Source: an optimization exercise on an open RTL-to-GDS flow (aim: small area, a short achievable clock period and few clock cycles per item). Production flows keep margins and buffers that such runs may drop.
The RTL was checked by simulation tests, not by an equivalence proof against the original design.

## build 77
## LWC
module LWC ( 
   do_data, pdi_ready, sdi_ready, do_valid, do_last,
   pdi_data, sdi_data, pdi_valid, sdi_valid, do_ready, clk, rst
   ) ;
   output [31:0] do_data;
   output        pdi_ready, sdi_ready;
   output        do_valid, do_last;
   input [31:0]  pdi_data, sdi_data;
   input         pdi_valid, sdi_valid, do_ready;
   input         clk, rst;
   localparam R = 2;
   localparam IDLE = 0,  KLD = 1,  KHD = 2,  KW  = 3,
              ADH  = 4,  ADS = 5,  ADT = 6,  NH  = 7,
              NW   = 8,  NWT = 9,  MH  = 10, MS  = 11,
              TH   = 12, TW  = 13, ST  = 14, VH  = 15,
              VW   = 16, VS  = 17;
   localparam NS = 18;
   localparam C_AD = 2'd0, C_N = 2'd1, C_M = 2'd2;
   reg [127:0] S, K, T3, NB, T2;
   reg [63:0]  Z;
   reg [NS-1:0] st;
   reg [1:0]   g;              
   reg [1:0]   wc;             
   reg [11:0]  hi;             
   reg [3:0]   lo;             
   reg         full, blast;    
   reg         dec, fail, sclr;
   reg         tpart;
   reg         busy, par;
   reg [5:0]   rc;
   reg [1:0]   ctype;
   reg [1:0]   twc;            
   reg         tth, ttw, tst, tvs;    
   wire [127:0] ks2a, ks3a, ks2, ks3, rout1, rout;
   wire [5:0]   rc2 = {rc[4:0], rc[5] ^ rc[4] ^ 1'b1};
   wire [63:0]  rk  = ((R == 1 && par) ? 64'h0 : Z) ^ T2[127:64] ^ T3[127:64];
   wire         last_rnd;
   SkinnyRound RND1 (.X(S), .RK(rk), .RC(rc), .Y(rout1));
For scale: roughly 5100 cells after synthesis, about 760 flip-flops, ~110 I/O pins, about 38000 um^2 of cells after synthesis.
Settings: LEC_CHECK=0, ABC_AREA=1, CAP_MARGIN=20, CORE_MARGIN=2, CORE_UTILIZATION=55, SETUP_SLACK_MARGIN=2.0, SLEW_MARGIN=20; clock period 5.5 ns.
run.sh (not shown) runs the stock make flow with config.mk's settings and CLKGATE_MAP_FILE= SYNTH_SCRIPT=/design/flow/synth_recipe.tcl, a recipe that flattens the netlist after the stock synthesis.
Build 77: all stages complete, timing, DRC and antenna checks passed
Testbench counts of build 77, summed over its fixed seeds: cycles 34,200, bytes 18,726.
The following lists how build 84 was set up differently from build 77:
diff --git a/flow/config.mk b/flow/config.mk
--- a/flow/config.mk
+++ b/flow/config.mk
@@ -11,3 +11,3 @@
 export CORE_UTILIZATION = 55
-export SETUP_SLACK_MARGIN = 2.0
+export SETUP_SLACK_MARGIN = 1.5
 export SLEW_MARGIN = 20
[summary]
Diff build 77 -> build 84: depth of the critical timing path with buffers and inverters included shows an increase of 12, average wire per cell in the routed design comparable, maximum single-stage delay on the critical path rose 70 ps. In the tables for build 84 and build 77, tightest hold margin reads lower with build 77.
--- input diff build 84..build 68 ---
diff --git a/flow/config.mk b/flow/config.mk
--- a/flow/config.mk
+++ b/flow/config.mk
@@ -11,3 +11,3 @@
 export CORE_UTILIZATION = 55
-export SETUP_SLACK_MARGIN = 1.5
+export SETUP_SLACK_MARGIN = 1.0
 export SLEW_MARGIN = 20
--- outcome ---
- Compared with build 84, in build 68 via count saw a decrease; worst endpoint data arrival time +280 ps.
- Relative to build 84, combined buffer and inverter count along the critical path decreased by 1 in build 68.
- Comparing number of non-clock buffers for build 68 and build 84, the smaller number came from build 68.
- Compared with build 84, in build 68 share of layout cells above drive strength 1 went down, design area dropped 760 um^2, met2 track demand over resource in global routing went up 0.41 points, worst path setup slack after routing shows a reduction of 280 ps, wire length went down.
- Build 68 completed every stage of the flow, and the final layout passed the timing, design-rule and antenna checks.

* * *

yarrow:
Starting RTL as in the previous note.
Design LWC, start of the top module:
module LWC ( 
   do_data, pdi_ready, sdi_ready, do_valid, do_last,
   pdi_data, sdi_data, pdi_valid, sdi_valid, do_ready, clk, rst
   ) ;
   output [31:0] do_data;
   output        pdi_ready, sdi_ready;
   output        do_valid, do_last;
   input [31:0]  pdi_data, sdi_data;
   input         pdi_valid, sdi_valid, do_ready;
   input         clk, rst;
   localparam R = 2;
   localparam IDLE = 0,  KLD = 1,  KHD = 2,  KW  = 3,
              ADH  = 4,  ADS = 5,  ADT = 6,  NH  = 7,
              NW   = 8,  NWT = 9,  MH  = 10, MS  = 11,
              TH   = 12, TW  = 13, ST  = 14, VH  = 15,
              VW   = 16, VS  = 17;
   localparam NS = 18;
   localparam C_AD = 2'd0, C_N = 2'd1, C_M = 2'd2;
   reg [127:0] S, K, T3, NB, T2;
   reg [63:0]  Z;
   reg [NS-1:0] st;
   reg [1:0]   g;              
   reg [1:0]   wc;             
   reg [11:0]  hi;             
   reg [3:0]   lo;             
   reg         full, blast;    
   reg         dec, fail, sclr;
   reg         tpart;
   reg         busy, par;
   reg [5:0]   rc;
   reg [1:0]   ctype;
   reg [1:0]   twc;            
   reg         tth, ttw, tst, tvs;    
   wire [127:0] ks2a, ks3a, ks2, ks3, rout1, rout;
   wire [5:0]   rc2 = {rc[4:0], rc[5] ^ rc[4] ^ 1'b1};
   wire [63:0]  rk  = ((R == 1 && par) ? 64'h0 : Z) ^ T2[127:64] ^ T3[127:64];
   wire         last_rnd;
   SkinnyRound RND1 (.X(S), .RK(rk), .RC(rc), .Y(rout1));
Settings: LEC_CHECK=0, ABC_AREA=1, CAP_MARGIN=20, CORE_MARGIN=2, CORE_UTILIZATION=55, SETUP_SLACK_MARGIN=1.25, SLEW_MARGIN=20; clock period 5.5 ns.
Testbench counts of yarrow, summed over its fixed seeds: cycles 34,200, bytes 18,726.
### yarrow -> willow
# yarrow
export LEC_CHECK = 0
export ABC_AREA = 1
export CAP_MARGIN = 20
export CORE_MARGIN = 2
export CORE_UTILIZATION = 55
export SETUP_SLACK_MARGIN = 1.25
export SLEW_MARGIN = 20
create_clock -name core_clock -period 5.5 [get_ports {clk}]
# willow
export LEC_CHECK = 0
export ABC_AREA = 1
export CAP_MARGIN = 20
export CORE_MARGIN = 2
export CORE_UTILIZATION = 55
export SETUP_SLACK_MARGIN = 1.65
export SLEW_MARGIN = 20
create_clock -name core_clock -period 5.5 [get_ports {clk}]
## What came out
Routed wire length, yarrow and willow, lower one = yarrow.
Of the two values seen for cell with the largest stage delay on the worst path, sky130_fd_sc_hd__xor2_1 was produced by willow and sky130_fd_sc_hd__clkdlybuf4s50_1 by yarrow.
Summary of the comparison: worst hold-check slack is lower in willow, relative to yarrow.
Number of vias per cell (willow over yarrow): increase, 0.018
Going from yarrow to willow, register-to-register slack grows by 230 ps.
Looking at last element of the critical path, the S[112] result is from willow; the do_data[4] one comes from yarrow.
Of willow and yarrow, it is willow that has the higher met1 usage.
Routed length per placed instance: willow vs yarrow up about 0.3%
For willow, the critical path class was reg -> reg, unlike yarrow, where it was reg -> out.
#### Input delta (quartz over willow)
# willow
export LEC_CHECK = 0
export ABC_AREA = 1
export CAP_MARGIN = 20
export CORE_MARGIN = 2
export CORE_UTILIZATION = 55
export SETUP_SLACK_MARGIN = 1.65
export SLEW_MARGIN = 20
create_clock -name core_clock -period 5.5 [get_ports {clk}]
# quartz
export LEC_CHECK = 0
export CAP_MARGIN = 20
export CORE_MARGIN = 2
export CORE_UTILIZATION = 55
export SETUP_SLACK_MARGIN = 1.0
export SLEW_MARGIN = 20
create_clock -name core_clock -period 5.5 [get_ports {clk}]
## What came out
- Count of multi-input combinational gates shrinks by more than 10% when moving from willow to quartz.
- Going from willow to quartz, final design area excluding fillers went down 0.0012 sq mm; time the final worst path needs with I/O delays and setup went up 520 ps; simple-gate portion of the synthesized area went down 8.1 points.
- For the synthesized net count, quartz came in about 15% lower than willow did.
Input-level comparison between onyx and quartz:
# quartz
export LEC_CHECK = 0
export CAP_MARGIN = 20
export CORE_MARGIN = 2
export CORE_UTILIZATION = 55
export SETUP_SLACK_MARGIN = 1.0
export SLEW_MARGIN = 20
create_clock -name core_clock -period 5.5 [get_ports {clk}]
# onyx
export LEC_CHECK = 0
export ABC_AREA = 1
export CAP_MARGIN = 20
export CORE_MARGIN = 2
export CORE_UTILIZATION = 55
export SETUP_SLACK_MARGIN = 1.8
export SLEW_MARGIN = 20
create_clock -name core_clock -period 5.5 [get_ports {clk}]
Results
In terms of register area, onyx and quartz differ only marginally.
Looking at end point of the critical path, the do_data[29] result is from onyx; the S[97] one comes from quartz.
quartz → onyx: final instance area +about 5%, post-route worst setup slack +750 ps, multi-input combinational area share -1.8 points.
Between onyx and quartz, synthesized-area fraction occupied by ao, oa, aoi and oai cells is higher for onyx, quartz comes in under that.
Against quartz as the reference, onyx delivers a lower data arrival time of the worst path.
What juniper does differently from onyx at the input level:
# onyx
export LEC_CHECK = 0
export ABC_AREA = 1
export CAP_MARGIN = 20
export CORE_MARGIN = 2
export CORE_UTILIZATION = 55
export SETUP_SLACK_MARGIN = 1.8
export SLEW_MARGIN = 20
create_clock -name core_clock -period 5.5 [get_ports {clk}]
# juniper
export LEC_CHECK = 0
export ABC_AREA = 1
export CAP_MARGIN = 20
export CORE_MARGIN = 2
export CORE_UTILIZATION = 55
export CTS_BUF_LIST = sky130_fd_sc_hd__clkbuf_4 sky130_fd_sc_hd__clkbuf_8
export SETUP_SLACK_MARGIN = 1.0
export SLEW_MARGIN = 20
create_clock -name core_clock -period 5.5 [get_ports {clk}]
--- outcome ---
- Number of buffers added for setup after CTS for juniper is lower than for onyx.
- onyx → juniper: number of non-filler instances in the completed layout lower; last weighted congestion value of the routability-driven placer higher; part of the cycle the worst path needs higher.
- Compared with onyx, in juniper synthesis-to-layout area growth decreased 6.0 points; setup slack after layout decreased 780 ps; first-pass iteration count of the detailed router increased 2.
- Changes observed in juniper relative to onyx: placed wire-length estimate rose by 2.0 mm.

-- what the ideal ports hide --
The results above use ideal ports. As a check the final layouts listed here were re-extracted and re-timed, cells and wires unchanged.
Step 1, drivers: a clkbuf_16 drives clk and a buf_2 each remaining input, both assumed.
Step 2 moves the port delays by t, midway between the first and last clock arrival at a register: inputs arrive t later, outputs are due t later. That takes back most of the time a late clock gives input paths.
Three values: ideal ports, drivers, drivers and shift; two values: the first two.
| run | t, ns | slack for setup (ns) | worst setup path at the end | latest minus earliest clock arrival (ns) |
|---|---|---|---|---|
| build 77 | 0.728 | 1.831 / 1.766 / 1.604 | input to register | 0.054 / 0.053 |
| build 84 | 0.724 | 1.408 / 1.408 / 1.080 | input to register | 0.075 / 0.075 |
| build 68 | 0.715 | 1.129 / 1.073 / 0.654 | input to register | 0.075 / 0.075 |
| yarrow | 0.720 | 1.327 / 1.256 / 0.917 | input to register | 0.075 / 0.076 |
| willow | 0.720 | 1.594 / 1.594 / 1.204 | input to register | 0.075 / 0.074 |
| quartz | 0.724 | 1.071 / 1.004 / 1.071 | register to register | 0.049 / 0.049 |
| onyx | 0.726 | 1.821 / 1.748 / 1.374 | input to register | 0.054 / 0.054 |
| juniper | 0.851 | 1.038 / 0.971 / 0.635 | input to register | 0.100 / 0.100 |
After both steps every run listed still meets setup and hold. The setup slack of build 68, which loses most, moves by -0.056 ns with the drivers and by -0.475 ns with both steps.
